This is an optimization exercise on Yosys and OpenROAD, whose aim is small area, not a production implementation.
Only simulation tests tie the RTL to the original design; equivalence was not proved.
Power is estimated from default activity; no workload was simulated.

[design/flow/design.v]
`timescale 1ns/1ps
module sync_fifo #
(
	parameter int DWIDTH = 32,
	parameter int DEPTH	= 512
)
(
	input logic clk,
	input logic rst,
	input logic [DWIDTH-1:0] wr_data,
	input logic wr_en,
	input logic rd_en,
	output logic [DWIDTH-1:0] rd_data,
	output logic wr_full,
	output logic rd_empty,
	output logic [$clog2(DEPTH):0] fifo_cnt
);
	localparam int LUT_DEPTH = DEPTH < 16 ? DEPTH : 16;
	localparam int BRAM_DEPTH = 1 << $clog2(DEPTH-LUT_DEPTH);
	localparam RAM_STYLE = BRAM_DEPTH > 32 ? "block" : "distributed";
	logic [DWIDTH-1:0] fifo_lutram[LUT_DEPTH-1:0];
	logic [$clog2(LUT_DEPTH)-1:0] lutram_rd_addr;
	logic [$clog2(LUT_DEPTH)-1:0] lutram_wr_addr;
	logic [$clog2(LUT_DEPTH):0] lutram_rd_ptr;
	logic [$clog2(LUT_DEPTH):0] lutram_wr_ptr;
	logic [$clog2(LUT_DEPTH):0] lutram_cnt;
	logic [DWIDTH-1:0] data_from_fifo;
	logic lutram_empty;
	logic lutram_full;
	logic bram_full;
	logic bram_empty;
	logic input_to_output;
	logic input_to_lutram;
	if (DEPTH > 16) begin
		logic [DWIDTH-1:0] fifo_bram[BRAM_DEPTH-1:0];
		logic [$clog2(BRAM_DEPTH)-1:0] bram_rd_addr;
		logic [$clog2(BRAM_DEPTH)-1:0] bram_wr_addr;
		logic [$clog2(BRAM_DEPTH):0] bram_rd_ptr;
		logic [$clog2(BRAM_DEPTH):0] bram_wr_ptr;
		logic [DWIDTH-1:0] bram_reg_1, bram_reg_2;
		logic bram_valid_1, bram_valid_2;
		logic bram_to_lutram, bram_to_lutram_1, bram_to_lutram_2;
		logic input_to_bram;
		always_ff @(posedge clk) begin
			bram_reg_1 <= fifo_bram[bram_rd_addr];
			bram_reg_2 <= bram_reg_1;
		end
		always_ff @(posedge clk) begin
			if (rst) begin
				lutram_rd_ptr <= {{$clog2(LUT_DEPTH)+1}{1'b0}};
				lutram_wr_ptr <= {{$clog2(LUT_DEPTH)+1}{1'b0}};
				bram_rd_ptr <= {{$clog2(BRAM_DEPTH)+1}{1'b0}};
				bram_wr_ptr <= {{$clog2(BRAM_DEPTH)+1}{1'b0}};
				bram_valid_1 <= 1'b0;
				bram_valid_2 <= 1'b0;
				bram_to_lutram <= 1'b0;
				bram_to_lutram_1 <= 1'b0;
				bram_to_lutram_2 <= 1'b0;
				fifo_cnt <= {($clog2(DEPTH)+1){1'b0}};
			end
			else begin
				fifo_cnt <= bram_wr_ptr-bram_rd_ptr+lutram_cnt+(bram_to_lutram_1 & bram_valid_1)+(bram_to_lutram_2 & bram_valid_2);
				if (~bram_full & input_to_bram) begin
					fifo_bram[bram_wr_addr] <= wr_data;
					bram_wr_ptr <= bram_wr_ptr + 1'b1;
				end
				if (input_to_lutram)
					fifo_lutram[lutram_wr_addr] <= wr_data;
				else if (bram_to_lutram_2 & bram_valid_2)
					fifo_lutram[lutram_wr_addr] <= bram_reg_2;
				if (input_to_lutram | (bram_to_lutram_2 & bram_valid_2))
					lutram_wr_ptr <= lutram_wr_ptr + 1'b1;
				if (bram_rd_ptr != bram_wr_ptr && bram_to_lutram)
					bram_rd_ptr <= bram_rd_ptr + 1'b1;
				bram_valid_1 <= bram_rd_ptr != bram_wr_ptr;
				bram_valid_2 <= bram_valid_1;
				bram_to_lutram_1 <= bram_to_lutram;
				bram_to_lutram_2 <= bram_to_lutram_1;
				if (lutram_rd_addr + 3'd4 == lutram_wr_addr)
					bram_to_lutram <= 1'b1;
				else if (lutram_wr_addr + 3'd5 == lutram_rd_addr)
					bram_to_lutram <= 1'b0;
				if (rd_en && lutram_rd_ptr != lutram_wr_ptr)
					lutram_rd_ptr <= lutram_rd_ptr + 1'b1;
			end
		end
		assign wr_full = bram_full;
		assign bram_full = bram_rd_ptr == {~bram_wr_ptr[$clog2(BRAM_DEPTH)], bram_wr_addr};
		assign bram_empty = bram_rd_ptr == bram_wr_ptr && ~bram_valid_1 && ~bram_valid_2;
		assign bram_wr_addr = bram_wr_ptr[$clog2(BRAM_DEPTH)-1:0];
		assign bram_rd_addr = bram_rd_ptr[$clog2(BRAM_DEPTH)-1:0];
		assign input_to_bram = wr_en && (~bram_empty || lutram_full);
	end
	else begin
		always_ff @(posedge clk) begin
			if (rst) begin
				lutram_rd_ptr <= {($clog2(LUT_DEPTH)+1){1'b0}};
				lutram_wr_ptr <= {($clog2(LUT_DEPTH)+1){1'b0}};
				fifo_cnt <= {($clog2(DEPTH)+1){1'b0}};
			end
			else begin
				fifo_cnt <= lutram_wr_ptr - lutram_rd_ptr;
				if (input_to_lutram) begin
					fifo_lutram[lutram_wr_addr] <= wr_data;
					lutram_wr_ptr <= lutram_wr_ptr + 1'b1;
				end
				if (rd_en && lutram_rd_ptr != lutram_wr_ptr)
					lutram_rd_ptr <= lutram_rd_ptr + 1'b1;
			end
		end
		assign wr_full = lutram_full;
		assign bram_full = 1'b1;
		assign bram_empty = 1'b1;
	end
	assign lutram_wr_addr = lutram_wr_ptr[$clog2(LUT_DEPTH)-1:0];
	assign lutram_rd_addr = lutram_rd_ptr[$clog2(LUT_DEPTH)-1:0];
	assign lutram_full = lutram_rd_ptr == {~lutram_wr_ptr[$clog2(LUT_DEPTH)],lutram_wr_addr};
	assign lutram_empty = lutram_rd_ptr == lutram_wr_ptr;
	assign lutram_cnt = lutram_wr_ptr - lutram_rd_ptr;
	assign input_to_output = lutram_empty & bram_empty & rd_en;
	assign input_to_lutram = ~input_to_output & wr_en & ~lutram_full & bram_empty;
	assign rd_data = lutram_empty ? wr_data : data_from_fifo;
	assign rd_empty = lutram_empty & (~wr_en | ~bram_empty);
	assign data_from_fifo = fifo_lutram[lutram_rd_addr];
endmodule
`timescale 1ns/1ps
module easy_fifo_sync #
(
    parameter int DWIDTH = 32,
    parameter int DEPTH = 64,
    parameter int INPUT_REG = 0,
    parameter int OUTPUT_REG = 0
)
(
    input logic rst,
    input logic clk,
    input logic [DWIDTH-1:0] wr_data,
    input logic wr_en,
    output logic wr_full,
    input logic rd_en,
    output logic [DWIDTH-1:0] rd_data,
    output logic rd_empty,
	output logic [$clog2(DEPTH):0] fifo_cnt
);
    logic wr_clk_int, rd_clk_int;
    logic [DWIDTH-1:0] wr_data_int, rd_data_int;
    logic wr_en_int, rd_en_int;
    logic wr_full_int, rd_empty_int;
    assign wr_clk_int = clk;
    assign rd_clk_int = clk;
    if (INPUT_REG) begin
        always_ff @(posedge wr_clk_int) begin
            if (rst) begin
                wr_data_int <= {DWIDTH{1'b0}};
                wr_en_int <= 1'b0;
            end
            else if (~wr_full) begin
                wr_data_int <= wr_data;
                wr_en_int <= wr_en;
            end
        end
	 	assign wr_full = wr_full_int & wr_en_int;
    end
    else begin
        assign wr_data_int = wr_data;
        assign wr_en_int = wr_en;
		assign wr_full = wr_full_int;
    end
    if (OUTPUT_REG) begin
        always_ff @(posedge rd_clk_int) begin
            if (rst) begin
                rd_data <= {DWIDTH{1'b0}};
                rd_empty <= 1'b1;
            end
            else if (rd_en_int) begin
                rd_data <= rd_data_int;
                rd_empty <= rd_empty_int;
            end
        end
		assign rd_en_int = rd_en | rd_empty;
    end
    else begin
        assign rd_data = rd_data_int;
        assign rd_empty = rd_empty_int;
		assign rd_en_int = rd_en;
    end
    sync_fifo #(
        .DWIDTH   (DWIDTH),
        .DEPTH    (DEPTH)
    ) u_sync_fifo (
    	.clk      (clk),
        .rst      (rst),
        .wr_data  (wr_data_int),
        .wr_en    (wr_en_int),
        .rd_en    (rd_en_int),
        .rd_data  (rd_data_int),
        .wr_full  (wr_full_int),
        .rd_empty (rd_empty_int),
		.fifo_cnt (fifo_cnt)
    );
endmodule
[design/flow/run.sh]
#!/bin/bash
# synth_recipe.tcl (not shown) runs the flow's synth.tcl, then flattens the netlist and writes it again
# the make line also repeats each setting of config.mk as NAME=value (left out here)
make -C /OpenROAD-flow-scripts/flow DESIGN_CONFIG=/design/flow/config.mk WORK_HOME=/design/flow/orfs CLKGATE_MAP_FILE= SYNTH_SCRIPT=/design/flow/synth_recipe.tcl finish
[design/flow/config.mk]
export PLATFORM = sky130hd
export DESIGN_NAME = easy_fifo_sync
export DESIGN_NICKNAME = easy_fifo_sync
export VERILOG_FILES = /design/flow/design.v
export SDC_FILE = /design/flow/constraint.sdc
export NUM_CORES = 4
export LEC_CHECK = 0
export CAP_MARGIN = 20
export CORE_MARGIN = 2
export CORE_UTILIZATION = 40
export PLACE_DENSITY = 0.6
export SLEW_MARGIN = 20
[design/flow/constraint.sdc]
create_clock -name core_clock -period 6.0 [get_ports {clk}]
set_input_delay 1.2000 -clock core_clock [delete_from_list [all_inputs] [get_ports {clk}]]
set_output_delay 1.2000 -clock core_clock [all_outputs]
set_load 0.01 [all_outputs]
==> results.sh, run 1 <==
export IMPL_dp_hpwl_mm=159
export IMPL_gp_congestion=0.847
export IMPL_finalWorstSetupSlack_ns=0.760
export IMPL_drive_above_1_share_pct=28.5
export IMPL_syn_num_nets=4674
export IMPL_yosys_top_cells_area="edfxtp_1, mux4_2, dfxtp_1"
export IMPL_setup_viol=0
export IMPL_drtAntennaViolNets=0
export IMPL_netlist_instances=4602
export IMPL_postCtsSetupBuffers=0
export IMPL_tns_ns=0
export IMPL_syn_area_sq_mm=0.102
export IMPL_worst_path_max_fanout=31
export IMPL_coreArea_sq_mm=0.254
export IMPL_initial_core_util_pct=40.2
export IMPL_port_buffers=76
export IMPL_power_density_mw_per_mm2=346
export IMPL_drc=0
export IMPL_drtPass1Iterations=5
export IMPL_crit_arrival_ns=4.04
export IMPL_route_vias_total=49600
export IMPL_yosys_most_used_dff="edfxtp_1"
export IMPL_grt_overflow=0
export IMPL_clk_latency_ns=0.93
export IMPL_cts_buffer_depth=4
export IMPL_yosysTopAreaCell="edfxtp_1"
export IMPL_cts_tree="yes"
export IMPL_nets=5013
export IMPL_criticalPathCategory="flop to output port"
export IMPL_final_max_slew_viol_count=0
export IMPL_chipWidth_um=509
export IMPL_endpoint_kind="output port"
export IMPL_synth_top_area_share_pct=75.3
export IMPL_min_period_ns=5.24
export IMPL_cts_made_buffers=284
export IMPL_ys_warn_count=1
export IMPL_avgViaCountPerCell=5.84
export IMPL_syn_area_per_cell_sq_um=22.2
export IMPL_relSlewSlack_pct=16.8
export IMPL_cap_violations=0
export IMPL_post_route_period_util_pct=87.3
export IMPL_layout_common_cells="edfxtp_1, mux4_2, clkbuf_16"
export IMPL_dieArea_sq_mm=0.259
export IMPL_grt_usage_pct=21.1
export IMPL_async_reset_ff_share_pct=0
export IMPL_min_path_type="flop to flop"
export IMPL_ir_drop_v=0.000265
export IMPL_cts_clk_slew_worst_paths_ns=0.06
export IMPL_drt_iter0_drc=6956
export IMPL_finalHoldViolCount=0
export IMPL_p_leak_nw=35.3
export IMPL_routedWlPerCell_um=32.3
export IMPL_synth_cell_type_count=57
export IMPL_rows=185
export IMPL_status="no timing/DRC/antenna violations"
export IMPL_start_kind="flop"
export IMPL_synth_seq_cells=2664
export IMPL_synth_edf_count=2560
export IMPL_timing_fmax_ghz=0.191
export IMPL_ctsHoldBuffers=0
export IMPL_cts_root_buf="clkbuf_16"
export IMPL_p_total_w=0.0405
export IMPL_htree_levels=5
export IMPL_io_pins=77
export IMPL_final_common_cell="edfxtp_1"
export IMPL_antenna_found_initial=40
export IMPL_ys_seq_area_share_pct=77.4
export IMPL_cts_sinks=2664
export IMPL_dp_slack_ns=1.35
export IMPL_skew_ns=0.0760
export IMPL_cts_resized=0
export IMPL_wirelength_mm=275
export IMPL_grt_max_degree=107
export IMPL_grt_pass1_vias=48900
export IMPL_syn_to_final_growth_pct=14.5
export IMPL_cp_required_ns=4.80
export IMPL_die_h_um=509
export IMPL_hold_slack_ns=0.306
export IMPL_grt_pass1_wl_mm=383
export IMPL_tightest_slew_ns=1.22
export IMPL_rsz0062_at_grt="no"
## power by group
| part | internal (W) | switching, W |
|---|---|---|
| sequential | 0.0206 | 0.000137 |
| clock | 0.00968 | 0.00689 |
| combinational | 0.00142 | 0.00176 |
## layout make-up
type / instances / area (sq um)
Fill cell: 20700 / 137000
Sequential cell: 2664 / 79000
Multi-Input combinational cell: 1668 / 22400
Clock buffer: 374 / 7710
Tap cell: 3366 / 4210
Timing Repair Buffer: 294 / 2510
Clock inverter: 100 / 886
Inverter: 29 / 114
Antenna cell: 9 / 22.5
## per-stage QoR
| stage | utilization, % | instances | area [sq um] |
|---|---|---|---|
| after detailed placement | 42.6 | 8021 | 108000 |
| after global routing | 46.0 | 8499 | 117000 |
| after global placement | 42.6 | 8016 | 108000 |
| after floorplan | - | 4602 | 102000 |
| after CTS | 46.0 | 8495 | 117000 |
| final | 46.0 | 8504 | 117000 |
## synthesized netlist by cell type (all sizes together), types with 3 or more instances
library cell     n
nor2           158
mux2            66
nand3           32
and2             4
a221oi           7
o41ai            3
nor2b           17
a2111oi         17
fa               7
o311ai           3
buf            138
a211oi          16
a22oi           10
a311oi           8
nand4            9
clkbuf         103
and3            39
mux4           679
xnor2           20
a21o             4
o22ai           34
edfxtp        2560
a31oi           22
nand2          199
o31ai            3
inv             27
ha              29
o21ai           23
or3              3
a21oi           69
nor3            30
o221ai           5
dfxtp          104
mux2i          118
xor2            16
nand2b           4
## sequential cells by signal, summed over array words and instances (netlist names), 7 cells and up, named ones only
register / cells
u_sync_fifo.genblk1.bram_rd_ptr: 7
u_sync_fifo.genblk1.bram_reg_2: 32
u_sync_fifo.genblk1.bram_reg_1: 32
u_sync_fifo.genblk1.fifo_bram: 2048
u_sync_fifo.fifo_cnt: 7
u_sync_fifo.genblk1.bram_wr_ptr: 7
u_sync_fifo.fifo_lutram: 512
## critical path, cell delays in order (launching register included)
cell,delay [ns]
dfxtp_4,0.77
buf_4,0.42
mux4_2,0.58
mux4_2,0.46
mux2_2,0.33
clkdlybuf4s50_1,0.49
## kinds of logic (layout without fill, tap and decap cells)
family | count (synthesis) | in the layout | synth area share (%)
other | 0 | 9 | 0
AND/OR/NAND/NOR | 501 | 501 | 2.13
buffers and inverters | 270 | 797 | 1.32
multiplexers | 863 | 863 | 16.9
flip-flops | 2664 | 2664 | 77.4
XOR/XNOR | 36 | 36 | 0.309
adder cells (fa/ha/maj) | 36 | 36 | 0.493
AO/OA/AOI/OAI | 232 | 232 | 1.48
## metal layers
layer / track usage, % / routed length (um)
met5: 0 / 89
met4: 6.51 / 8950
met3: 4.86 / 26500
met2: 32.1 / 126000
met1: 30.4 / 113000
## path summary, 6_finish.rpt
path / from / to / slack [ns] / depth (start not counted)
max: flop / rd_data[9] / 0.76 / 5
min: u_sync_fifo.genblk1.bram_reg_1[23] / u_sync_fifo.genblk1.bram_reg_2[23] / 0.31 / 0
max reg2reg: u_sync_fifo.lutram_wr_ptr[3] / u_sync_fifo.fifo_lutram[5][7] / 1.50 / 8
min reg2reg: u_sync_fifo.genblk1.bram_reg_1[23] / u_sync_fifo.genblk1.bram_reg_2[23] / 0.31 / 0
==> inputs of run 2 (changes only) <==
==> design/flow/design.v (replaced) <==
`timescale 1ns/1ps
module sync_fifo #
(
	parameter int DWIDTH = 32,
	parameter int DEPTH	= 64
)
(
	input logic clk,
	input logic rst,
	input logic [DWIDTH-1:0] wr_data,
	input logic wr_en,
	input logic rd_en,
	output logic [DWIDTH-1:0] rd_data,
	output logic wr_full,
	output logic rd_empty,
	output logic [$clog2(DEPTH):0] fifo_cnt
);
	localparam int AW = $clog2(DEPTH);    
	localparam int CW = AW + 1;            
	localparam int SEG = 4;                
	localparam int SW = $clog2(SEG);
	localparam int NSEG = DEPTH / SEG;
	localparam int DL = SEG - 1;           
	logic [DWIDTH-1:0] ring [DEPTH-1:0];
	logic [DWIDTH-1:0] dly [DL-1:0];
	logic [DL-1:0] dly_v;                  
	logic [AW-1:0] hp;                     
	logic [CW-1:0] n;                      
	logic ring_empty;
	logic [CW-1:0] held;
	logic wr_acc, rd_acc, rd_ring, rd_wait;
	logic [AW-1:0] ins_pos;
	logic can_ins, ins, take;
	logic [DWIDTH-1:0] src;
	logic [DL:0] head_sel;                 
	logic [DL:0] pending;
	assign ring_empty = n == '0;
	always_comb begin
		held = n;
		for (int i = 0; i < DL; i++)
			held = held + CW'(dly_v[i]);
	end
	assign wr_full = held == CW'(DEPTH);
	assign wr_acc = wr_en & ~wr_full;
	assign pending = {wr_acc, dly_v};
	always_comb begin
		logic found;
		head_sel = '0;
		src = wr_data;
		found = 1'b0;
		for (int i = DL - 1; i >= 0; i--)
			if (dly_v[i] && !found) begin
				head_sel[i] = 1'b1;
				src = dly[i];
				found = 1'b1;
			end
		head_sel[DL] = ~found;
	end
	assign rd_empty = ring_empty ? ~(|dly_v | wr_en) : (hp[SW-1:0] != '0);
	assign rd_data = ring_empty ? src : ring[{hp[AW-1:SW], {SW{1'b0}}}];
	assign rd_acc = rd_en & ~rd_empty;
	assign rd_ring = rd_acc & ~ring_empty;
	assign rd_wait = rd_acc & ring_empty;
	assign ins_pos = ring_empty ? '0 : hp - n[AW-1:0] + 1'b1;
	assign can_ins = ins_pos[SW-1:0] == '0;
	assign ins = (|pending) & can_ins & ~rd_wait;
	assign take = ins | rd_wait;
	always_ff @(posedge clk) begin
		if (rst) begin
			n <= '0;
			hp <= '0;
			dly_v <= '0;
			fifo_cnt <= '0;
		end
		else begin
			n <= n + CW'(ins) - CW'(rd_ring);
			hp <= ring_empty ? '0 : hp + 1'b1 - AW'(rd_ring);
			dly_v[0] <= wr_acc & ~(take & head_sel[DL]);
			for (int i = 1; i < DL; i++)
				dly_v[i] <= dly_v[i-1] & ~(take & head_sel[i-1]);
			fifo_cnt <= held;
		end
	end
	always_ff @(posedge clk) begin
		dly[0] <= wr_data;
		for (int i = 1; i < DL; i++)
			dly[i] <= dly[i-1];
	end
	always_ff @(posedge clk) begin
		for (int p = 0; p < DEPTH; p++) begin
			if (p % SEG == 0 && ins && ins_pos[AW-1:SW] == (AW-SW)'(p / SEG))
				ring[p] <= src;
			else
				ring[p] <= ring[(p + DEPTH - 1) % DEPTH];
		end
	end
endmodule
`timescale 1ns/1ps
module easy_fifo_sync #
(
    parameter int DWIDTH = 32,
    parameter int DEPTH = 64,
    parameter int INPUT_REG = 0,
    parameter int OUTPUT_REG = 0
)
(
    input logic rst,
    input logic clk,
    input logic [DWIDTH-1:0] wr_data,
    input logic wr_en,
    output logic wr_full,
    input logic rd_en,
    output logic [DWIDTH-1:0] rd_data,
    output logic rd_empty,
	output logic [$clog2(DEPTH):0] fifo_cnt
);
    sync_fifo #(
        .DWIDTH   (DWIDTH),
        .DEPTH    (DEPTH)
    ) u_sync_fifo (
    	.clk      (clk),
        .rst      (rst),
        .wr_data  (wr_data),
        .wr_en    (wr_en),
        .rd_en    (rd_en),
        .rd_data  (rd_data),
        .wr_full  (wr_full),
        .rd_empty (rd_empty),
		.fifo_cnt (fifo_cnt)
    );
endmodule
--- a/design/flow/config.mk
+++ b/design/flow/config.mk
@@ -8,5 +8,7 @@
 export CAP_MARGIN = 20
 export CORE_MARGIN = 2
 export CORE_UTILIZATION = 40
+export CTS_BUF_LIST = sky130_fd_sc_hd__clkbuf_8
+export CTS_CLUSTER_SIZE = 20
 export PLACE_DENSITY = 0.6
 export SLEW_MARGIN = 20
==> run 2 against run 1 <==
Net effect: flip-flop and latch count fell by 497; global-route usage decreased by 3.0 points; die area decreased by 46%; first-iteration DRC count shrank 70%; combinational power rose by about 90%; sequential power decreased by 3%; count of clock-buffer cells in the layout increased by 41; register-to-register slack better by 0.02 ns; routed wire length is 53% lower; highest routed layer is now met4; setup slack got worse by 0.50 ns; synthesized area shrank 46%.
==> results.sh, run 2 <==
export IMPL_layout_cells_non_filler=5941
export IMPL_syn_to_final_growth_pct=17.3
export IMPL_initial_core_util_pct=40.2
export IMPL_rsz0062_at_grt="no"
export IMPL_grt_usage_pct=18.1
export IMPL_rr_worst_depth=19
export IMPL_grt_max_degree=70
export IMPL_start_kind="flop"
export IMPL_cts_clk_slew_worst_paths_ns=0.06
export IMPL_avgViaCountPerCell=4.73
export IMPL_power_density_mw_per_mm2=585
export IMPL_antenna_found_initial=4
export IMPL_yosys_most_used_dff="dfxtp_1"
export IMPL_syn_area_sq_mm=0.0550
export IMPL_yosysTopAreaCell="dfxtp_1"
export IMPL_nets=3997
export IMPL_relSlewSlack_pct=28.1
export IMPL_dp_slack_ns=0.960
export IMPL_regMostFlops="u_sync_fifo.ring"
export IMPL_async_reset_ff_share_pct=0
export IMPL_whs_path_depth=0
export IMPL_synth_simple_area_share_pct=1.71
export IMPL_synth_top_family_by_area="multiplexers"
export IMPL_wirelength_mm=129
export IMPL_die_h_um=375
export IMPL_synthMuxAreaShare_pct=10.5
export IMPL_synth_edf_count=0
export IMPL_min_period_ns=5.74
export IMPL_placed_cell_area_sq_mm=0.0581
export IMPL_yosys_area_share_xor_xnor_pct=0.302
export IMPL_ir_drop_v=0.000272
export IMPL_drc=0
export IMPL_cts_made_buffers=324
export IMPL_drt_iter0_drc=2075
export IMPL_synth_most_common_cell="dfxtp_1"
export IMPL_clk_latency_ns=0.96
export IMPL_worst_path_max_fanout=15
export IMPL_chipWidth_um=375
export IMPL_rows=136
export IMPL_coreArea_sq_mm=0.137
export IMPL_finalWorstSetupSlack_ns=0.263
export IMPL_route_vias_total=28100
export IMPL_tns_ns=0
export IMPL_yosys_top_cells_area="dfxtp_1, mux2_2, a22oi_1"
export IMPL_syn_area_per_cell_sq_um=15.2
export IMPL_tightest_slew_ns=1.08
export IMPL_synth_top_area_share_pct=78.8
export IMPL_dpl_cell_count=5389
export IMPL_status="no timing/DRC/antenna violations"
export IMPL_min_from="u_sync_fifo.ring[46][6]"
export IMPL_r2r_slack_ns=1.52
export IMPL_synth_seq_cells=2167
export IMPL_criticalPathCategory="flop to output port"
export IMPL_ctsHoldBuffers=0
export IMPL_drtPass1Iterations=6
export IMPL_cts_root_buf="clkbuf_8"
export IMPL_drive_above_1_share_pct=25.8
export IMPL_synth_cell_type_count=62
export IMPL_port_buffers=76
export IMPL_netlist_instances=3611
export IMPL_drtAntennaViolNets=0
export IMPL_post_route_period_util_pct=95.6
export IMPL_r2r_start="u_sync_fifo.n[0]"
export IMPL_cts_buffer_depth=4
export IMPL_hold_end="u_sync_fifo.ring[47][6]"
export IMPL_layout_common_cells="dfxtp_1, mux2_2, clkbuf_8"
export IMPL_grt_pass1_vias=28600
export IMPL_synthAdderAreaFrac_pct=0.941
export IMPL_cts_sinks=2167
export IMPL_skew_ns=0.0480
export IMPL_dp_hpwl_mm=70.3
export IMPL_endpoint_kind="output port"
export IMPL_finalHoldViolCount=0
export IMPL_synth_compound_area_share_pct=6.06
export IMPL_timing_fmax_ghz=0.174
export IMPL_routedWlPerCell_um=21.8
export IMPL_cp_required_ns=4.80
export IMPL_synth_common_cells="dfxtp_1, mux2_2, a22oi_1"
export IMPL_syn_num_nets=3686
export IMPL_final_common_cell="dfxtp_1"
export IMPL_p_leak_nw=26.4
export IMPL_setup_viol=0
export IMPL_cap_violations=0
export IMPL_r2r_end="u_sync_fifo.n[6]"
export IMPL_crit_arrival_ns=4.54
export IMPL_ys_warn_count=3
export IMPL_htree_levels=5
export IMPL_largestRegisters="u_sync_fifo.ring x2048, u_sync_fifo.dly x96"
export IMPL_final_max_slew_viol_count=0
export IMPL_largest_reg_flops=2048
export IMPL_dieArea_sq_mm=0.141
export IMPL_gp_congestion=0.744
export IMPL_grt_overflow=0
export IMPL_min_path_type="flop to flop"
export IMPL_cts_tree="yes"
export IMPL_grt_pass1_wl_mm=188
export IMPL_ys_seq_area_share_pct=78.8
export IMPL_stdcell_area_sq_mm=0.0645
export IMPL_io_pins=77
## run 2: cell families after synthesis
logic type,Yosys count
AND/OR/NAND/NOR,187
XOR/XNOR,19
adder cells (fa/ha/maj),39
AO/OA/AOI/OAI,473
flip-flops,2167
buffers and inverters,214
multiplexers,512
## run 2: critical path: stages, from the launching register on
cell,delay (ns)
dfxtp_1,0.49
inv_1,0.17
ha_4,0.21
inv_2,0.47
a41o_2,0.82
buf_4,0.32
a211o_1,0.14
nor3_1,0.05
nor2_1,0.28
clkdlybuf4s50_1,0.60
## run 2: per-stage QoR
step           hold slack, ns  util [%]  total power [W]
4_1_cts                 0.284      47.1           0.0381
6_report                0.295      47.1           0.0378
3_3_place_gp            0.310      42.4           0.0263
2_1_floorplan           0.310         -           0.0232
3_5_place_dp            0.312      42.4           0.0264
5_1_grt                 0.300      47.1           0.0395
## run 2: where the power goes
group          switching [W]  leakage (nW)  total, W  internal [W]
sequential           0.00146          17.7    0.0201        0.0186
combinational        0.00364          5.03   0.00605       0.00241
clock                0.00522          3.68    0.0116       0.00638
## run 2: per-layer routing
layer / wire length (um) / up-vias / GRT usage [%]
met4: 3060 / 0 / 6.47
li1: - / 13200 / -
met1: 61700 / 13900 / 25.3
met2: 58700 / 734 / 28.4
met5: 0 / - / 0
met3: 5780 / 248 / 3.08
## run 2: how the worst max path moves through the flow
stage / start / endpoint / slack (ns) / cells after the start
after detailed placement: u_sync_fifo.hp[2] / rd_data[11] / 0.96 / 8
after CTS: u_sync_fifo.hp[4] / rd_data[8] / 0.03 / 7
after global routing: u_sync_fifo.hp[3] / rd_data[28] / 0.08 / 7
final: u_sync_fifo.hp[3] / rd_data[25] / 0.26 / 9
after global placement: u_sync_fifo.hp[2] / rd_data[11] / 0.98 / 8
after floorplan: u_sync_fifo.n[0] / u_sync_fifo.n[6] / 1.79 / 20
## run 2: layout make-up
| cell class | count | area [sq um] |
|---|---|---|
| multi-input combinational | 1230 | 10900 |
| clock inverter | 133 | 687 |
| timing repair buffer | 166 | 1470 |
| fill | 11900 | 72500 |
| inverter | 33 | 128 |
| tap | 1794 | 2240 |
| clock buffer | 415 | 5710 |
| sequential | 2167 | 43400 |
| antenna | 3 | 7.51 |
## run 2: timing repair
| action | in CTS | in global routing |
|---|---|---|
| cloned | 0 | 0 |
| resized for setup | 1 | 1 |
| setup buffers | 0 | 1 |
| setup endpoints to repair | 1 | 1 |
==> inputs of run 3 (changes only) <==
--- a/design/flow/config.mk
+++ b/design/flow/config.mk
@@ -8,7 +8,7 @@
 export CAP_MARGIN = 20
 export CORE_MARGIN = 2
 export CORE_UTILIZATION = 40
-export CTS_BUF_LIST = sky130_fd_sc_hd__clkbuf_8
-export CTS_CLUSTER_SIZE = 20
+export CTS_BUF_LIST = sky130_fd_sc_hd__clkbuf_4 sky130_fd_sc_hd__clkbuf_8
+export CTS_CLUSTER_SIZE = 30
 export PLACE_DENSITY = 0.6
 export SLEW_MARGIN = 20
==> run 3 against run 2 <==
Net effect: final cell count about the same; still clean on timing, DRC and antenna; utilization rose by 0.27 points; sequential power about the same; largest cell class unchanged; clock power grew 5%; sequential share of layout area shrank 0.39 points; critical path depth down 1.
==> results.sh, run 3 <==
export IMPL_syn_area_sq_mm=0.0550
export IMPL_cts_made_buffers=324
export IMPL_rr_worst_depth=19
export IMPL_layout_cells_non_filler=5942
export IMPL_grt_pass1_wl_mm=188
export IMPL_grt_max_degree=70
export IMPL_antenna_found_initial=4
export IMPL_dpl_cell_count=5389
export IMPL_synth_top_area_share_pct=78.8
export IMPL_drt_iter0_drc=2096
export IMPL_layout_common_cells="dfxtp_1, mux2_2, clkbuf_8"
export IMPL_ctsHoldBuffers=0
export IMPL_placed_cell_area_sq_mm=0.0581
export IMPL_yosysTopAreaCell="dfxtp_1"
export IMPL_worst_path_max_fanout=30
export IMPL_fillers=11800
export IMPL_ir_drop_v=0.000273
export IMPL_route_vias_total=28100
export IMPL_yosys_top_cells_area="dfxtp_1, mux2_2, a22oi_1"
export IMPL_synth_common_cells="dfxtp_1, mux2_2, a22oi_1"
export IMPL_yosys_most_used_dff="dfxtp_1"
export IMPL_criticalPathCategory="flop to output port"
export IMPL_cap_violations=0
export IMPL_grt_usage_pct=18.2
export IMPL_endpoint_kind="output port"
export IMPL_r2r_slack_ns=1.55
export IMPL_rsz0062_at_grt="no"
export IMPL_tns_ns=0
export IMPL_rows=136
export IMPL_synth_cell_type_count=62
export IMPL_wirelength_mm=130
export IMPL_drtPass1Iterations=5
export IMPL_drtAntennaViolNets=0
export IMPL_min_path_type="flop to flop"
export IMPL_drc=0
export IMPL_min_period_ns=5.74
export IMPL_whs_path_depth=0
export IMPL_coreArea_sq_mm=0.137
export IMPL_synth_most_common_cell="dfxtp_1"
export IMPL_p_leak_nw=26.3
export IMPL_tightest_slew_ns=1.05
export IMPL_io_pins=77
export IMPL_hold_slack_ns=0.293
export IMPL_grt_overflow=0
export IMPL_stdcell_area_sq_mm=0.0649
export IMPL_cts_root_buf="clkbuf_8"
export IMPL_cts_clk_slew_worst_paths_ns=0.06
export IMPL_async_reset_ff_share_pct=0
export IMPL_cts_sinks=2167
export IMPL_final_common_cell="dfxtp_1"
export IMPL_initial_core_util_pct=40.2
export IMPL_dp_hpwl_mm=70.3
export IMPL_synth_edf_count=0
export IMPL_status="no timing/DRC/antenna violations"
export IMPL_ys_seq_area_share_pct=78.8
export IMPL_post_route_period_util_pct=95.7
export IMPL_utilization_pct=47.4
export IMPL_syn_area_per_cell_sq_um=15.2
export IMPL_die_h_um=375
export IMPL_gp_congestion=0.744
export IMPL_final_max_slew_viol_count=0
export IMPL_finalHoldViolCount=0
export IMPL_largestRegisters="u_sync_fifo.ring x2048, u_sync_fifo.dly x96"
export IMPL_largest_reg_flops=2048
export IMPL_crit_arrival_ns=4.54
export IMPL_dieArea_sq_mm=0.141
export IMPL_drive_above_1_share_pct=28.2
export IMPL_regMostFlops="u_sync_fifo.ring"
export IMPL_htree_levels=5
export IMPL_cts_buffer_depth=4
export IMPL_power_density_mw_per_mm2=592
export IMPL_skew_ns=0.0458
export IMPL_cts_tree="yes"
export IMPL_start_kind="flop"
export IMPL_ys_warn_count=3
export IMPL_cp_required_ns=4.80
export IMPL_relSlewSlack_pct=29.9
export IMPL_chipWidth_um=375
export IMPL_clk_latency_ns=0.96
export IMPL_avgViaCountPerCell=4.73
export IMPL_syn_to_final_growth_pct=17.9
export IMPL_synth_seq_cells=2167
export IMPL_netlist_instances=3611
export IMPL_timing_fmax_ghz=0.174
export IMPL_nets=3997
export IMPL_port_buffers=76
export IMPL_syn_num_nets=3686
export IMPL_setup_viol=0
export IMPL_grt_pass1_vias=28600
export IMPL_routedWlPerCell_um=21.8
==> run 3: per-layer routing <==
metal	global-route usage [%]	routed length, um	part of all wire, %	vias to the layer above
met3	3.00	5620	4.3	246
met1	25.3	62100	48	13800
met4	6.46	2970	2.3	0
li1	-	-	-	13200
met2	28.5	58900	45	750
met5	0	0	0	-
==> run 3: area by class of cell <==
type	count	area [sq um]	area share, %
inverters	33	128	0.197
multi-input cells	1230	10900	16.8
flip-flops and latches	2167	43400	66.8
diodes	4	10.0	0.0154
repair buffers	166	1470	2.27
clock buffers	514	6450	9.95
well taps	1794	2240	3.46
clock inverters	34	315	0.486
==> run 3: metrics by stage <==
step | setup slack (ns) | total power (W)
final | 0.258 | 0.0384
after global routing | 0.0799 | 0.0401
after floorplan | 1.79 | 0.0232
after CTS | 0.0288 | 0.0387
after detailed placement | 0.960 | 0.0264
after global placement | 0.978 | 0.0263
==> run 3: critical path, cell delays in order, from the launching register on <==
cell	delay [ns]
dfxtp_1	0.40
inv_1	0.20
ha_4	0.61
clkinvlp_4	0.73
buf_4	0.40
o22ai_1	0.18
nor4_1	0.09
a31oi_1	0.36
clkdlybuf4s50_1	0.61
==> run 3: repair_timing <==
item                                   CTS  global route
resized for setup                        1             1
setup endpoints to repair                1             1
endpoints found under the hold margin    0             0
setup buffers                            0             1
==> run 3: worst paths after layout <==
kind,from,endpoint
setup / recovery,u_sync_fifo.hp[2],rd_data[20]
hold / removal,u_sync_fifo.ring[46][6],u_sync_fifo.ring[47][6]
setup reg to reg,u_sync_fifo.n[0],u_sync_fifo.n[6]
hold reg to reg,u_sync_fifo.ring[46][6],u_sync_fifo.ring[47][6]
==> run 3: report_power, final <==
group | internal [W] | leakage [nW] | total, W | switching [W]
logic | 0.00241 | 5.03 | 0.00606 | 0.00365
clock network | 0.00700 | 3.61 | 0.0122 | 0.00524
registers | 0.0186 | 17.7 | 0.0201 | 0.00146
total | 0.0280 | 26.3 | 0.0384 | 0.0103
==> run 3: kinds of logic after synthesis <==
kind of cell	count (synthesis)	share of synthesized area (%)
AOI/OAI and AO/OA	473	6.06
muxes	512	10.5
xor gates and xnor gates	19	0.302
DFF	2167	78.8
and+or+nand+nor	187	1.71
buffers and inverters	214	1.69
adders and majority gates	39	0.941
==> inputs of run 4 (changes only) <==
--- a/design/flow/config.mk
+++ b/design/flow/config.mk
@@ -8,7 +8,5 @@
 export CAP_MARGIN = 20
 export CORE_MARGIN = 2
 export CORE_UTILIZATION = 40
-export CTS_BUF_LIST = sky130_fd_sc_hd__clkbuf_4 sky130_fd_sc_hd__clkbuf_8
-export CTS_CLUSTER_SIZE = 30
 export PLACE_DENSITY = 0.6
 export SLEW_MARGIN = 20
==> run 4 against run 3 <==
Net effect: power increased by 0.53%; via count decreased by 2.4%; still clean on timing, DRC and antenna; highest routed layer unchanged; largest power group unchanged; register-to-register slack about the same.
==> results.sh, run 4 <==
export IMPL_status="no timing/DRC/antenna violations"
export IMPL_p_switching_w=0.0103
export IMPL_yosys_top_cells_area="dfxtp_1, mux2_2, a22oi_1"
export IMPL_cp_required_ns=4.80
export IMPL_dp_slack_ns=0.960
export IMPL_synth_cell_type_count=62
export IMPL_initial_core_util_pct=40.2
export IMPL_cts_resized=0
export IMPL_synth_edf_count=0
export IMPL_synth_common_cells="dfxtp_1, mux2_2, a22oi_1"
export IMPL_syn_area_per_cell_sq_um=15.2
export IMPL_relSlewSlack_pct=26.9
export IMPL_clk_latency_ns=0.79
export IMPL_met2_usage_pct=28.4
export IMPL_finalHoldViolCount=0
export IMPL_drtPass1Iterations=8
export IMPL_criticalPathCategory="flop to output port"
export IMPL_cts_tree="yes"
export IMPL_yosysTopAreaCell="dfxtp_1"
export IMPL_skew_ns=0.0171
export IMPL_endpoint_kind="output port"
export IMPL_largestRegisters="u_sync_fifo.ring x2048, u_sync_fifo.dly x96"
export IMPL_p_int_w=0.0283
export IMPL_synth_most_common_cell="dfxtp_1"
export IMPL_syn_num_nets=3686
export IMPL_synth_top_area_share_pct=78.8
export IMPL_utilization_pct=47.2
export IMPL_gp_congestion=0.744
export IMPL_dieArea_sq_mm=0.141
export IMPL_drtAntennaViolNets=0
export IMPL_ir_drop_v=0.000280
export IMPL_power_frac_seq_pct=52.1
export IMPL_power_frac_clock_pct=32.3
export IMPL_start_kind="flop"
export IMPL_tns_ns=0
export IMPL_drive_above_1_share_pct=23.4
export IMPL_grt_pass1_wl_mm=186
export IMPL_cp_common_cell="inv_1"
export IMPL_antenna_found_initial=1
export IMPL_max_stage_delay_ns=0.82
export IMPL_cap_violations=0
export IMPL_routedWlPerCell_um=22.3
export IMPL_p_comb_share_pct=15.6
export IMPL_grt_most_used_layer="met2"
export IMPL_die_h_um=375
export IMPL_p_sw_share_pct=26.6
export IMPL_wirelength_mm=128
export IMPL_yosys_most_used_dff="dfxtp_1"
export IMPL_nets=3861
export IMPL_p_leak_nw=25.9
export IMPL_ys_seq_area_share_pct=78.8
export IMPL_grtUsageMet1_pct=25.5
export IMPL_largest_reg_flops=2048
export IMPL_final_common_cell="dfxtp_1"
export IMPL_cts_sinks=2167
export IMPL_chipWidth_um=375
export IMPL_async_reset_ff_share_pct=0
export IMPL_fillers=11800
export IMPL_io_pins=77
export IMPL_port_buffers=76
export IMPL_path_cells="inv_1, ha_4, inv_1, buf_4, o22ai_1, nor4_1, a31oi_1, clkdlybuf4s50_1"
export IMPL_regMostFlops="u_sync_fifo.ring"
export IMPL_finalWorstSetupSlack_ns=0.251
export IMPL_dp_hpwl_mm=70.3
export IMPL_layout_common_cells="dfxtp_1, mux2_2, clkbuf_16"
export IMPL_worst_path_max_fanout=30
export IMPL_tightest_slew_ns=1.10
export IMPL_rows=136
export IMPL_setup_viol=0
export IMPL_netlist_instances=3611
export IMPL_final_max_slew_viol_count=0
export IMPL_synth_seq_cells=2167
export IMPL_grt_usage_pct=18.0
export IMPL_coreArea_sq_mm=0.137
export IMPL_min_period_ns=5.75
export IMPL_grt_overflow=0
export IMPL_timing_fmax_ghz=0.174
export IMPL_grt_pass1_vias=27500
export IMPL_syn_area_sq_mm=0.0550
export IMPL_postCtsSetupBuffers=0
export IMPL_cts_root_buf="clkbuf_16"
export IMPL_grt_max_degree=70
export IMPL_post_route_period_util_pct=95.8
export IMPL_power_density_mw_per_mm2=598
export IMPL_route_vias_total=27400
export IMPL_syn_to_final_growth_pct=17.4
export IMPL_cts_made_buffers=189
export IMPL_crit_slowest_cell="inv_1"
export IMPL_drc=0
export IMPL_drt_iter0_drc=1966
export IMPL_cts_buffer_depth=3
export IMPL_min_path_type="flop to flop"
export IMPL_avgViaCountPerCell=4.78
export IMPL_crit_arrival_ns=4.55
export IMPL_use_met3_pct=2.59
export IMPL_htree_levels=4
export IMPL_cts_clk_slew_worst_paths_ns=0.06
export IMPL_ys_warn_count=3
export IMPL_rsz0062_at_grt="no"
export IMPL_ctsHoldBuffers=0
## run 4: changes by cell type in the layout (fill, tap and decap cells not counted), moves of 3 or more
cell	previous run	this run
clkinv_2	22	40
clkbuf_8	415	43
inv_6	1	5
bufinv_16	5	18
diode_2	4	1
clkbuf_1	0	44
clkbuf_4	99	0
clkbuf_16	0	196
clkinvlp_4	6	3
## run 4: critical path, delay by kind of cell (launching register included)
kind	cells	cell delay [ns]
adders and majority gates	1	0.39
and+or+nand+nor	1	0.69
DFF	1	0.51
buffers and inverters	4	1.87
AOI/OAI and AO/OA	2	0.29
## run 4: cell type report
class                           instances  area [sq um]  share of cell area (%)
Clock inverter                         67           823                    1.27
Tap cell                             1794          2240                    3.48
Clock buffer                          283          5660                    8.77
Antenna cell                            1          2.50                 0.00387
Inverter                               33           124                   0.192
Multi-Input combinational cell       1230         10900                    16.9
Timing Repair Buffer                  165          1450                    2.25
Sequential cell                      2167         43400                    67.2
## run 4: cell families after synthesis
logic type	after synthesis	share of synthesized area (%)
DFF	2167	78.8
and+or+nand+nor	187	1.71
buffers and inverters	214	1.69
adders and majority gates	39	0.941
AOI/OAI and AO/OA	473	6.06
xor gates and xnor gates	19	0.302
muxes	512	10.5
## run 4: final timing paths
kind                            from                       to  slack (ns)  cells past startpoint
max                u_sync_fifo.hp[2]              rd_data[11]        0.25                      8
min          u_sync_fifo.ring[30][8]  u_sync_fifo.ring[31][8]        0.31                      0
max reg2reg         u_sync_fifo.n[0]         u_sync_fifo.n[6]        1.56                     19
min reg2reg  u_sync_fifo.ring[30][8]  u_sync_fifo.ring[31][8]        0.31                      0
## run 4: metal layers
layer | routed length [um] | up-vias
met3 | 5490 | 191
li1 | - | 12900
met1 | 61500 | 13700
met2 | 58100 | 635
met4 | 2860 | 0
met5 | 0 | -
## run 4: per-stage QoR
step | std cells | instance area (sq um) | total power (W) | hold WS [ns]
finish | 5740 | 64600 | 0.0386 | 0.310
global route | 5739 | 64600 | 0.0402 | 0.316
CTS | 5739 | 64600 | 0.0389 | 0.317
detailed placement | 5389 | 58100 | 0.0264 | 0.312
global placement | 5389 | 58100 | 0.0263 | 0.310
floorplan | 3611 | 55000 | 0.0232 | 0.310
## run 4: power by group through the flow
| stage | registers [W] | clock network, W | logic (W) |
|---|---|---|---|
| finish | 0.0201 | 0.0125 | 0.00604 |
| global route | 0.0205 | 0.0133 | 0.00645 |
| CTS | 0.0201 | 0.0127 | 0.00613 |
| detailed placement | 0.0203 | 0 | 0.00607 |
| global placement | 0.0203 | 0 | 0.00604 |
| floorplan | 0.0197 | 0 | 0.00350 |
==> inputs of run 5 (changes only) <==
==> design/flow/flow/run.sh (new file) <==
#!/bin/bash
# Standard layout with smaller port buffers and a leaner clock tree.
set -o pipefail
export BUFFER_PORTS_ARGS="-buffer_cell sky130_fd_sc_hd__buf_1"
export CTS_ARGS="-sink_clustering_enable -repair_clock_nets -dont_use_dummy_load -sink_buffer_max_cap_derate 0.1"
cp standard.sh standard_copy.sh.txt 2>/dev/null
bash standard.sh finish > standard.log 2>&1
==> design/flow/standard.sh (new file) <==
#!/bin/bash
# synth_recipe.tcl (not shown) runs the flow's synth.tcl, then flattens the netlist and writes it again
# the make line also repeats each setting of config.mk as NAME=value (left out here)
make -C /OpenROAD-flow-scripts/flow DESIGN_CONFIG=/design/flow/config.mk WORK_HOME=/design/flow/orfs CLKGATE_MAP_FILE= SYNTH_SCRIPT=/design/flow/synth_recipe.tcl "${@:-finish}"
removed: design/flow/run.sh
==> run 5 against run 4 <==
Net effect: critical endpoint is now rd_data[1]; clock power shrank 27%; sequential share of layout area increased by 2.6 points; final cell count about the same; largest cell class unchanged; critical path depth unchanged; combinational power is 3% lower.
==> results.sh, run 5 <==
export IMPL_avgViaCountPerCell=4.88
export IMPL_grt_pass1_vias=28500
export IMPL_power_density_mw_per_mm2=563
export IMPL_port_buffers=76
export IMPL_async_reset_ff_share_pct=0
export IMPL_synth_common_cells="dfxtp_1, mux2_2, a22oi_1"
export IMPL_fillers=12000
export IMPL_grt_pass1_wl_mm=186
export IMPL_yosys_top_cells_area="dfxtp_1, mux2_2, a22oi_1"
export IMPL_cts_buffer_depth=4
export IMPL_timing_fmax_ghz=0.176
export IMPL_largest_reg_flops=2048
export IMPL_cts_tree="yes"
export IMPL_p_leak_nw=24.9
export IMPL_finalWorstSetupSlack_ns=0.308
export IMPL_synth_most_common_cell="dfxtp_1"
export IMPL_start_kind="flop"
export IMPL_ir_drop_v=0.000268
export IMPL_criticalPathCategory="flop to output port"
export IMPL_rsz0062_at_grt="no"
export IMPL_status="no timing/DRC/antenna violations"
export IMPL_route_vias_total=28000
export IMPL_regMostFlops="u_sync_fifo.ring"
export IMPL_layout_cells_non_filler=5739
export IMPL_initial_core_util_pct=40.2
export IMPL_placed_cell_area_sq_mm=0.0577
export IMPL_stdcell_area_sq_mm=0.0622
export IMPL_largestRegisters="u_sync_fifo.ring x2048, u_sync_fifo.dly x96"
export IMPL_finalHoldViolCount=0
export IMPL_rows=136
export IMPL_drt_iter0_drc=2132
export IMPL_dp_slack_ns=1.17
export IMPL_r2r_start="u_sync_fifo.n[0]"
export IMPL_drtAntennaViolNets=0
export IMPL_min_from="wr_data[14]"
export IMPL_synth_cell_type_count=62
export IMPL_final_max_slew_viol_count=0
export IMPL_tightest_slew_ns=1.06
export IMPL_dpl_cell_count=5384
export IMPL_ys_warn_count=3
export IMPL_netlist_instances=3611
export IMPL_syn_area_per_cell_sq_um=15.2
export IMPL_wirelength_mm=127
export IMPL_syn_num_nets=3686
export IMPL_antenna_found_initial=1
export IMPL_relSlewSlack_pct=29.5
export IMPL_htree_levels=5
export IMPL_coreArea_sq_mm=0.137
export IMPL_syn_to_final_growth_pct=13.1
export IMPL_cts_made_buffers=322
export IMPL_grt_overflow=0
export IMPL_gp_congestion=0.752
export IMPL_die_h_um=375
export IMPL_syn_area_sq_mm=0.0550
export IMPL_final_common_cell="dfxtp_1"
export IMPL_utilization_pct=45.4
export IMPL_post_route_period_util_pct=94.9
export IMPL_routedWlPerCell_um=22.2
export IMPL_min_period_ns=5.69
export IMPL_tns_ns=0
export IMPL_io_pins=77
export IMPL_synth_top_area_share_pct=78.8
export IMPL_endpoint_kind="output port"
export IMPL_cp_required_ns=4.80
export IMPL_dieArea_sq_mm=0.141
export IMPL_crit_start="u_sync_fifo.hp[2]"
export IMPL_drtPass1Iterations=6
export IMPL_crit_arrival_ns=4.49
export IMPL_drive_above_1_share_pct=23.8
export IMPL_clk_latency_ns=1.30
export IMPL_seq_area_sq_mm=0.0434
export IMPL_drc=0
export IMPL_cts_clk_slew_worst_paths_ns=0.06
export IMPL_ys_seq_area_share_pct=78.8
export IMPL_grt_max_degree=52
export IMPL_dp_hpwl_mm=69.3
export IMPL_setup_viol=0
export IMPL_skew_ns=0.0686
export IMPL_yosys_most_used_dff="dfxtp_1"
export IMPL_min_path_type="input port to flop"
export IMPL_layout_common_cells="dfxtp_1, mux2_2, clkbuf_8"
export IMPL_multiInputGateArea_sq_mm=0.0109
export IMPL_chipWidth_um=375
export IMPL_grt_usage_pct=17.9
export IMPL_nets=4021
export IMPL_cts_sinks=2167
export IMPL_worst_path_max_fanout=17
export IMPL_cts_root_buf="clkbuf_4"
export IMPL_cap_violations=0
export IMPL_yosysTopAreaCell="dfxtp_1"
export IMPL_synth_seq_cells=2167
export IMPL_synth_edf_count=0
[run 5: cell types whose count changed in the layout (fill, tap and decap cells not counted), sizes merged]
cell	delta
clkinvlp	-3
inv	-4
bufinv	-18
clkdlybuf4s50	-76
dlygate4sd3	+31
clkinv	-42
buf	+71
clkbuf	+40
[run 5: path summary, 6_finish.rpt]
path	to	slack (ns)	cells after the start
hold reg to reg	u_sync_fifo.ring[47][20]	0.26	0
setup reg to reg	u_sync_fifo.n[6]	1.17	19
setup / recovery	rd_data[1]	0.31	8
hold / removal	u_sync_fifo.dly[0][14]	0.18	1
[run 5: layout make-up]
class	count	share of cell area [%]
Multi-Input combinational cell	1230	17.5
Sequential cell	2167	69.7
Antenna cell	1	0.00402
Inverter	33	0.199
Timing Repair Buffer	192	2.17
Clock buffer	322	6.79
Tap cell	1794	3.61
[run 5: cell families (layout without fill, tap and decap cells)]
group / Yosys count / count (layout) / synth area share, %
adder cells (fa/ha/maj): 39 / 39 / 0.941
AO/OA/AOI/OAI: 473 / 473 / 6.06
AND/OR/NAND/NOR: 187 / 187 / 1.71
XOR/XNOR: 19 / 19 / 0.302
buffers and inverters: 214 / 547 / 1.69
other: 0 / 1 / 0
flip-flops: 2167 / 2167 / 78.8
multiplexers: 512 / 512 / 10.5
[run 5: critical path, cell delays in order (launching register included)]
cell	delay, ns
dfxtp_1	0.48
inv_1	0.18
ha_4	0.21
inv_2	0.50
a41o_2	0.57
buf_4	0.50
a21oi_1	0.14
a21oi_1	0.44
buf_1	0.20
[run 5: stage by stage]
step / total power (W) / hold slack, ns
floorplan: 0.0232 / 0.310
global route: 0.0367 / 0.118
CTS: 0.0354 / 0.0727
global placement: 0.0261 / 0.310
detailed placement: 0.0262 / 0.312
finish: 0.0351 / 0.181
[run 5: power by group]
group / switching (W) / internal (W)
clock: 0.00466 / 0.00446
combinational: 0.00370 / 0.00217
sequential: 0.00142 / 0.0186
total: 0.00978 / 0.0253
[run 5: per-layer routing]
metal	GRT usage [%]	routed length, um	up-vias
li1	-	-	13100
met3	3.34	5940	243
met2	27.8	57300	800
met1	24.8	60500	13900
met5	0	0	-
met4	6.93	3370	0
[run 5: repair_timing]
item,in CTS,in global routing
resized for setup,0,0
hold buffers,31,0
setup buffers,1,0
endpoints found under the setup margin,2,0
endpoints found under the hold margin,31,0
==> inputs of run 6 (changes only) <==
==> design/flow/flow/run.sh (replaced) <==
#!/bin/bash
# Standard layout with smaller port buffers and a leaner clock tree.
set -o pipefail
export BUFFER_PORTS_ARGS="-buffer_cell sky130_fd_sc_hd__buf_1"
export CTS_ARGS="-sink_clustering_enable -repair_clock_nets -dont_use_dummy_load -sink_clustering_size 20 -sink_clustering_max_diameter 50 -sink_clustering_buffer sky130_fd_sc_hd__clkbuf_8"
bash standard.sh finish > standard.log 2>&1
==> run 6 against run 5 <==
Net effect: critical path depth down 1; still clean; sequential power about the same; final cell count down 3.7%; non-clock buffer count down 32; synthesized cell count unchanged; count of clock-buffer cells in the layout down 184; die area unchanged; register-to-register slack worse by 0.02 ns; clock power down 29%; sequential share of layout area up 2.9 points; worst hold slack better by 0.10 ns; power down 7.8%.
==> results.sh, run 6 <==
export IMPL_post_route_period_util_pct=90.1
export IMPL_start_kind="flop"
export IMPL_grt_overflow=0
export IMPL_cts_buffer_depth=3
export IMPL_synth_common_cells="dfxtp_1, mux2_2, a22oi_1"
export IMPL_async_reset_ff_share_pct=0
export IMPL_ir_drop_v=0.000287
export IMPL_ys_warn_count=3
export IMPL_drtAntennaViolNets=0
export IMPL_ctsHoldBuffers=0
export IMPL_syn_area_per_cell_sq_um=15.2
export IMPL_final_max_slew_viol_count=0
export IMPL_avgViaCountPerCell=4.87
export IMPL_grt_max_degree=52
export IMPL_nets=3805
export IMPL_relSlewSlack_pct=29.4
export IMPL_coreArea_sq_mm=0.137
export IMPL_cts_clk_slew_worst_paths_ns=0.10
export IMPL_dp_slack_ns=1.17
export IMPL_finalWorstSetupSlack_ns=0.595
export IMPL_min_path_type="flop to flop"
export IMPL_dp_hpwl_mm=69.3
export IMPL_p_total_w=0.0323
export IMPL_crit_arrival_ns=4.21
export IMPL_drtPass1Iterations=8
export IMPL_grt_usage_pct=17.4
export IMPL_max_stage_delay_ns=0.85
export IMPL_antenna_found_initial=0
export IMPL_rows=136
export IMPL_gp_congestion=0.752
export IMPL_postCtsSetupBuffers=0
export IMPL_status="no timing/DRC/antenna violations"
export IMPL_yosysTopAreaCell="dfxtp_1"
export IMPL_skew_ns=0.0854
export IMPL_route_vias_total=26900
export IMPL_cts_sinks=2167
export IMPL_synth_seq_cells=2167
export IMPL_syn_to_final_growth_pct=8.58
export IMPL_fillers=12200
export IMPL_drt_iter0_drc=2139
export IMPL_grt_pass1_wl_mm=180
export IMPL_largestRegisters="u_sync_fifo.ring x2048, u_sync_fifo.dly x96"
export IMPL_cp_required_ns=4.80
export IMPL_cts_made_buffers=138
export IMPL_layout_common_cells="dfxtp_1, mux2_2, a22oi_1"
export IMPL_htree_levels=4
export IMPL_power_density_mw_per_mm2=541
export IMPL_grt_pass1_vias=26600
export IMPL_ys_seq_area_share_pct=78.8
export IMPL_syn_num_nets=3686
export IMPL_finalHoldViolCount=0
export IMPL_worst_path_max_fanout=51
export IMPL_min_period_ns=5.41
export IMPL_tightest_slew_ns=1.06
export IMPL_netlist_instances=3611
export IMPL_tns_ns=0
export IMPL_cts_tree="yes"
export IMPL_rsz0062_at_grt="no"
export IMPL_dieArea_sq_mm=0.141
export IMPL_synth_edf_count=0
export IMPL_synth_top_area_share_pct=78.8
export IMPL_initial_core_util_pct=40.2
export IMPL_yosys_most_used_dff="dfxtp_1"
export IMPL_drive_above_1_share_pct=20.2
export IMPL_cap_violations=0
export IMPL_largest_reg_flops=2048
export IMPL_chipWidth_um=375
export IMPL_wirelength_mm=124
export IMPL_io_pins=77
export IMPL_die_h_um=375
export IMPL_synth_cell_type_count=62
export IMPL_cts_resized=0
export IMPL_setup_viol=0
export IMPL_final_common_cell="dfxtp_1"
export IMPL_syn_area_sq_mm=0.0550
export IMPL_routedWlPerCell_um=22.5
export IMPL_drc=0
export IMPL_yosys_top_cells_area="dfxtp_1, mux2_2, a22oi_1"
export IMPL_timing_fmax_ghz=0.185
export IMPL_path_cells="ha_4, inv_2, a41o_2, buf_4, a2111oi_0, a21oi_1, buf_1"
export IMPL_criticalPathCategory="flop to output port"
export IMPL_p_leak_nw=23.6
export IMPL_regMostFlops="u_sync_fifo.ring"
export IMPL_clk_latency_ns=0.75
export IMPL_endpoint_kind="output port"
export IMPL_port_buffers=76
export IMPL_crit_slowest_cell="ha_4"
export IMPL_synth_most_common_cell="dfxtp_1"
export IMPL_cts_root_buf="clkbuf_16"
[run 6: cell count changes in the layout (fill, tap and decap cells not counted)]
cell           previous run  this run
diode_2                   1         2
clkbuf_8                289       121
buf_12                    9         8
clkbuf_4                 33         0
dlygate4sd3_1            31         0
clkbuf_16                 0        17
[run 6: final timing paths]
path	slack [ns]	end	from	cells past startpoint
max	0.59	rd_data[23]	u_sync_fifo.hp[3]	7
min	0.29	u_sync_fifo.ring[11][17]	u_sync_fifo.ring[10][17]	0
max reg2reg	1.15	u_sync_fifo.n[6]	u_sync_fifo.n[0]	19
min reg2reg	0.29	u_sync_fifo.ring[11][17]	u_sync_fifo.ring[10][17]	0
[run 6: logic make-up after synthesis]
group           share of synthesized area [%]
simple gates                             1.71
flops                                    78.8
buf+inv                                  1.69
xor+xnor                                0.302
compound gates                           6.06
mux                                      10.5
fa+ha+maj                               0.941
[run 6: area by class of cell]
cell class | instances | area [sq um] | share of cell area, %
Sequential cell | 2167 | 43400 | 72.6
Multi-Input combinational cell | 1230 | 10900 | 18.2
Tap cell | 1794 | 2240 | 3.76
Clock buffer | 138 | 2090 | 3.50
Timing Repair Buffer | 160 | 1020 | 1.70
Inverter | 33 | 124 | 0.207
Antenna cell | 2 | 5.00 | 0.00838
[run 6: metrics by stage]
stage	utilization [%]	area (sq um)	hold WS, ns	instances
2_1_floorplan	-	55000	0.310	3611
3_3_place_gp	42.1	57700	0.310	5384
3_5_place_dp	42.1	57700	0.312	5384
4_1_cts	43.6	59800	0.278	5522
5_1_grt	43.6	59800	0.270	5522
6_report	43.6	59800	0.285	5524
[run 6: power by group]
part	total [W]	switching, W	internal [W]
registers	0.0200	0.00141	0.0186
logic	0.00584	0.00368	0.00216
clock network	0.00647	0.00413	0.00234
total	0.0323	0.00922	0.0231
[run 6: critical path: cells and delay by family, from the launching register on]
kind | cells | cell delay, ns
adders and majority gates | 1 | 0.85
buffers and inverters | 3 | 0.84
AOI/OAI and AO/OA | 3 | 1.26
DFF | 1 | 0.51
[run 6: routing by layer]
metal  vias to the layer above  GRT usage [%]  wire length (um)
li1                      12600              -                 -
met1                     13500           24.6             60100
met2                       603           27.2             55500
met3                       199           2.72              5390
met4                         0           5.50              3130
met5                         -              0                 0
==> inputs of run 7 (changes only) <==
--- a/design/flow/config.mk
+++ b/design/flow/config.mk
@@ -7,6 +7,6 @@
 export LEC_CHECK = 0
 export CAP_MARGIN = 20
 export CORE_MARGIN = 2
-export CORE_UTILIZATION = 40
-export PLACE_DENSITY = 0.6
+export CORE_UTILIZATION = 60
+export PLACE_DENSITY = 0.75
 export SLEW_MARGIN = 20
==> run 7 against run 6 <==
Net effect: still clean; synthesized area is the same; global-route usage grew 7.5 points; first-iteration DRC count grew 15%; sequential share of layout area grew 1.2 points; count of clock-buffer cells in the layout shrank 4; routed wire length shrank 5.7%; via count grew 0.88%; non-clock buffer count shrank 2; power shrank 1.0%; worst hold slack lost 0.0047 ns; final cell count shrank 11%; critical path depth is the same.
==> results.sh, run 7 <==
export IMPL_status="no timing/DRC/antenna violations"
export IMPL_tightest_slew_ns=1.14
export IMPL_yosys_top_cells_area="dfxtp_1, mux2_2, a22oi_1"
export IMPL_start_kind="flop"
export IMPL_grt_max_degree=65
export IMPL_die_h_um=307
export IMPL_grt_usage_pct=24.8
export IMPL_p_leak_nw=23.5
export IMPL_async_reset_ff_share_pct=0
export IMPL_utilization_pct=64.5
export IMPL_netlist_instances=3611
export IMPL_cts_resized=0
export IMPL_power_density_mw_per_mm2=544
export IMPL_avgViaCountPerCell=5.53
export IMPL_largestRegisters="u_sync_fifo.ring x2048, u_sync_fifo.dly x96"
export IMPL_nets=3799
export IMPL_routedWlPerCell_um=23.9
export IMPL_relSlewSlack_pct=24.1
export IMPL_cap_violations=0
export IMPL_coreArea_sq_mm=0.0912
export IMPL_r2r_slack_ns=1.22
export IMPL_drc=0
export IMPL_cts_made_buffers=134
export IMPL_drt_iter0_drc=2466
export IMPL_cp_required_ns=4.80
export IMPL_drtAntennaViolNets=0
export IMPL_layout_cells_non_filler=4908
export IMPL_io_pins=77
export IMPL_dpl_cell_count=4774
export IMPL_ir_drop_v=0.000398
export IMPL_setup_viol=0
export IMPL_min_path_type="flop to flop"
export IMPL_cts_sinks=2167
export IMPL_grt_pass1_vias=27000
export IMPL_crit_end="rd_data[11]"
export IMPL_synth_seq_cells=2167
export IMPL_crit_arrival_ns=4.04
export IMPL_chipWidth_um=307
export IMPL_dp_slack_ns=1.20
export IMPL_rows=111
export IMPL_whs_path_depth=0
export IMPL_final_max_slew_viol_count=0
export IMPL_synth_edf_count=0
export IMPL_drive_above_1_share_pct=20.0
export IMPL_ys_warn_count=3
export IMPL_initial_core_util_pct=60.3
export IMPL_timing_fmax_ghz=0.191
export IMPL_dieArea_sq_mm=0.0942
export IMPL_synth_common_cells="dfxtp_1, mux2_2, a22oi_1"
export IMPL_worst_path_max_fanout=35
export IMPL_cts_tree="yes"
export IMPL_syn_to_final_growth_pct=6.88
export IMPL_post_route_period_util_pct=87.3
export IMPL_drtPass1Iterations=6
export IMPL_r2r_end="u_sync_fifo.n[6]"
export IMPL_regMostFlops="u_sync_fifo.ring"
export IMPL_synth_cell_type_count=62
export IMPL_syn_area_per_cell_sq_um=15.2
export IMPL_finalWorstSetupSlack_ns=0.762
export IMPL_endpoint_kind="output port"
export IMPL_syn_num_nets=3686
export IMPL_grt_overflow=0
export IMPL_wirelength_mm=117
export IMPL_yosys_most_used_dff="dfxtp_1"
export IMPL_synth_most_common_cell="dfxtp_1"
export IMPL_route_vias_total=27100
export IMPL_criticalPathCategory="flop to output port"
export IMPL_rr_worst_depth=19
export IMPL_skew_ns=0.0630
export IMPL_rsz0062_at_grt="no"
export IMPL_min_period_ns=5.24
export IMPL_yosysTopAreaCell="dfxtp_1"
export IMPL_dp_hpwl_mm=65.9
export IMPL_grt_pass1_wl_mm=171
export IMPL_antenna_found_initial=1
export IMPL_cts_clk_slew_worst_paths_ns=0.11
export IMPL_synth_top_area_share_pct=78.8
export IMPL_finalHoldViolCount=0
export IMPL_crit_start="u_sync_fifo.hp[2]"
export IMPL_postCtsSetupBuffers=0
export IMPL_htree_levels=4
export IMPL_ys_seq_area_share_pct=78.8
export IMPL_antennaDiodeCount=0
export IMPL_syn_area_sq_mm=0.0550
export IMPL_clk_latency_ns=0.73
export IMPL_largest_reg_flops=2048
export IMPL_final_common_cell="dfxtp_1"
export IMPL_layout_common_cells="dfxtp_1, mux2_2, a22oi_1"
export IMPL_cts_buffer_depth=3
export IMPL_ctsHoldBuffers=0
export IMPL_gp_congestion=0.790
export IMPL_tns_ns=0
export IMPL_port_buffers=76
export IMPL_r2r_start="u_sync_fifo.n[0]"
export IMPL_cts_root_buf="clkbuf_16"
==> run 7: cell types whose count changed in the layout (fill, tap and decap cells not counted), sizes merged <==
cell | before | now
clkbuf | 139 | 134
inv | 32 | 31
buf | 159 | 158
diode | 2 | 0
clkinv | 1 | 2
==> run 7: cell families (layout without fill, tap and decap cells) <==
kind of cell    count (synthesis)  after routing  synth area share [%]
flops                        2167           2167                  78.8
mux                           512            512                  10.5
compound gates                473            473                  6.06
buf+inv                       214            325                  1.69
simple gates                  187            187                  1.71
fa+ha+maj                      39             39                 0.941
xor+xnor                       19             19                 0.302
==> run 7: worst min path at each step <==
stage                                to                     start  slack, ns
2_1_floorplan   u_sync_fifo.ring[10][0]    u_sync_fifo.ring[9][0]       0.31
3_3_place_gp     u_sync_fifo.ring[2][3]    u_sync_fifo.ring[1][3]       0.31
3_5_place_dp   u_sync_fifo.ring[46][23]  u_sync_fifo.ring[45][23]       0.31
4_1_cts          u_sync_fifo.ring[2][6]    u_sync_fifo.ring[1][6]       0.28
5_1_grt         u_sync_fifo.ring[6][27]   u_sync_fifo.ring[5][27]       0.29
6_report         u_sync_fifo.ring[2][6]    u_sync_fifo.ring[1][6]       0.28
==> run 7: metrics by stage <==
stage | hold slack (ns) | cell area [sq um] | total power [W]
finish | 0.280 | 58800 | 0.0320
global route | 0.288 | 58800 | 0.0334
CTS | 0.278 | 58800 | 0.0321
detailed placement | 0.312 | 56800 | 0.0260
global placement | 0.310 | 56800 | 0.0257
floorplan | 0.310 | 55000 | 0.0232
==> run 7: where the power goes <==
part | total (W) | switching, W | internal (W)
Clock | 0.00630 | 0.00402 | 0.00228
Sequential | 0.0201 | 0.00146 | 0.0186
Combinational | 0.00564 | 0.00351 | 0.00213
==> run 7: critical path: stages (launching register included) <==
cell	delay, ns
dfxtp_1	0.52
inv_1	0.18
ha_4	0.39
inv_1	0.92
o22ai_1	0.17
nor4_1	0.69
a31oi_1	0.22
buf_1	0.20
==> run 7: cell type report <==
cell class	count	area [sq um]
clock buffers	134	2040
fillers	6461	32400
inverters	33	124
multi-input cells	1230	10900
flip-flops and latches	2167	43400
well taps	1186	1480
repair buffers	158	901
==> run 7: layer usage <==
layer / track usage [%] / routed length (um) / up-vias
met5: 0 / 0 / -
met4: 7.49 / 2930 / 0
met3: 4.56 / 7050 / 199
met2: 39.3 / 53300 / 779
met1: 35.0 / 53800 / 13600
li1: - / - / 12600

-- re-timing with driven ports --
The results above use ideal ports. As a check the final layouts listed here were re-extracted and re-timed, cells and wires unchanged.
Step 1, drivers: a clkbuf_16 drives clk and a buf_2 each remaining input, both assumed.
Step 2 also shifts input and output timing later by t, the mid clock arrival at the registers, as if the neighbouring blocks saw the same clock.
a / b / c = no drivers / after step 1 / after step 2; a / b = the first two.
run	shift t [ns]	slack for setup (ns)	worst setup path after step 2	clock arrival spread, ns
run 1	1.000	0.760 / 0.657 / 1.282	input to register	0.078 / 0.079
run 2	1.008	0.263 / 0.191 / 1.119	input to output	0.055 / 0.055
run 3	1.004	0.258 / 0.187 / 1.143	input to output	0.055 / 0.055
run 4	0.852	0.251 / 0.176 / 1.028	register to output	0.021 / 0.020
run 5	1.323	0.308 / 0.239 / 1.168	register to register	0.099 / 0.100
run 6	0.787	0.595 / 0.522 / 1.150	register to register	0.101 / 0.102
run 7	0.761	0.762 / 0.696 / 1.223	register to register	0.069 / 0.068
After both steps every run listed still meets setup and hold.
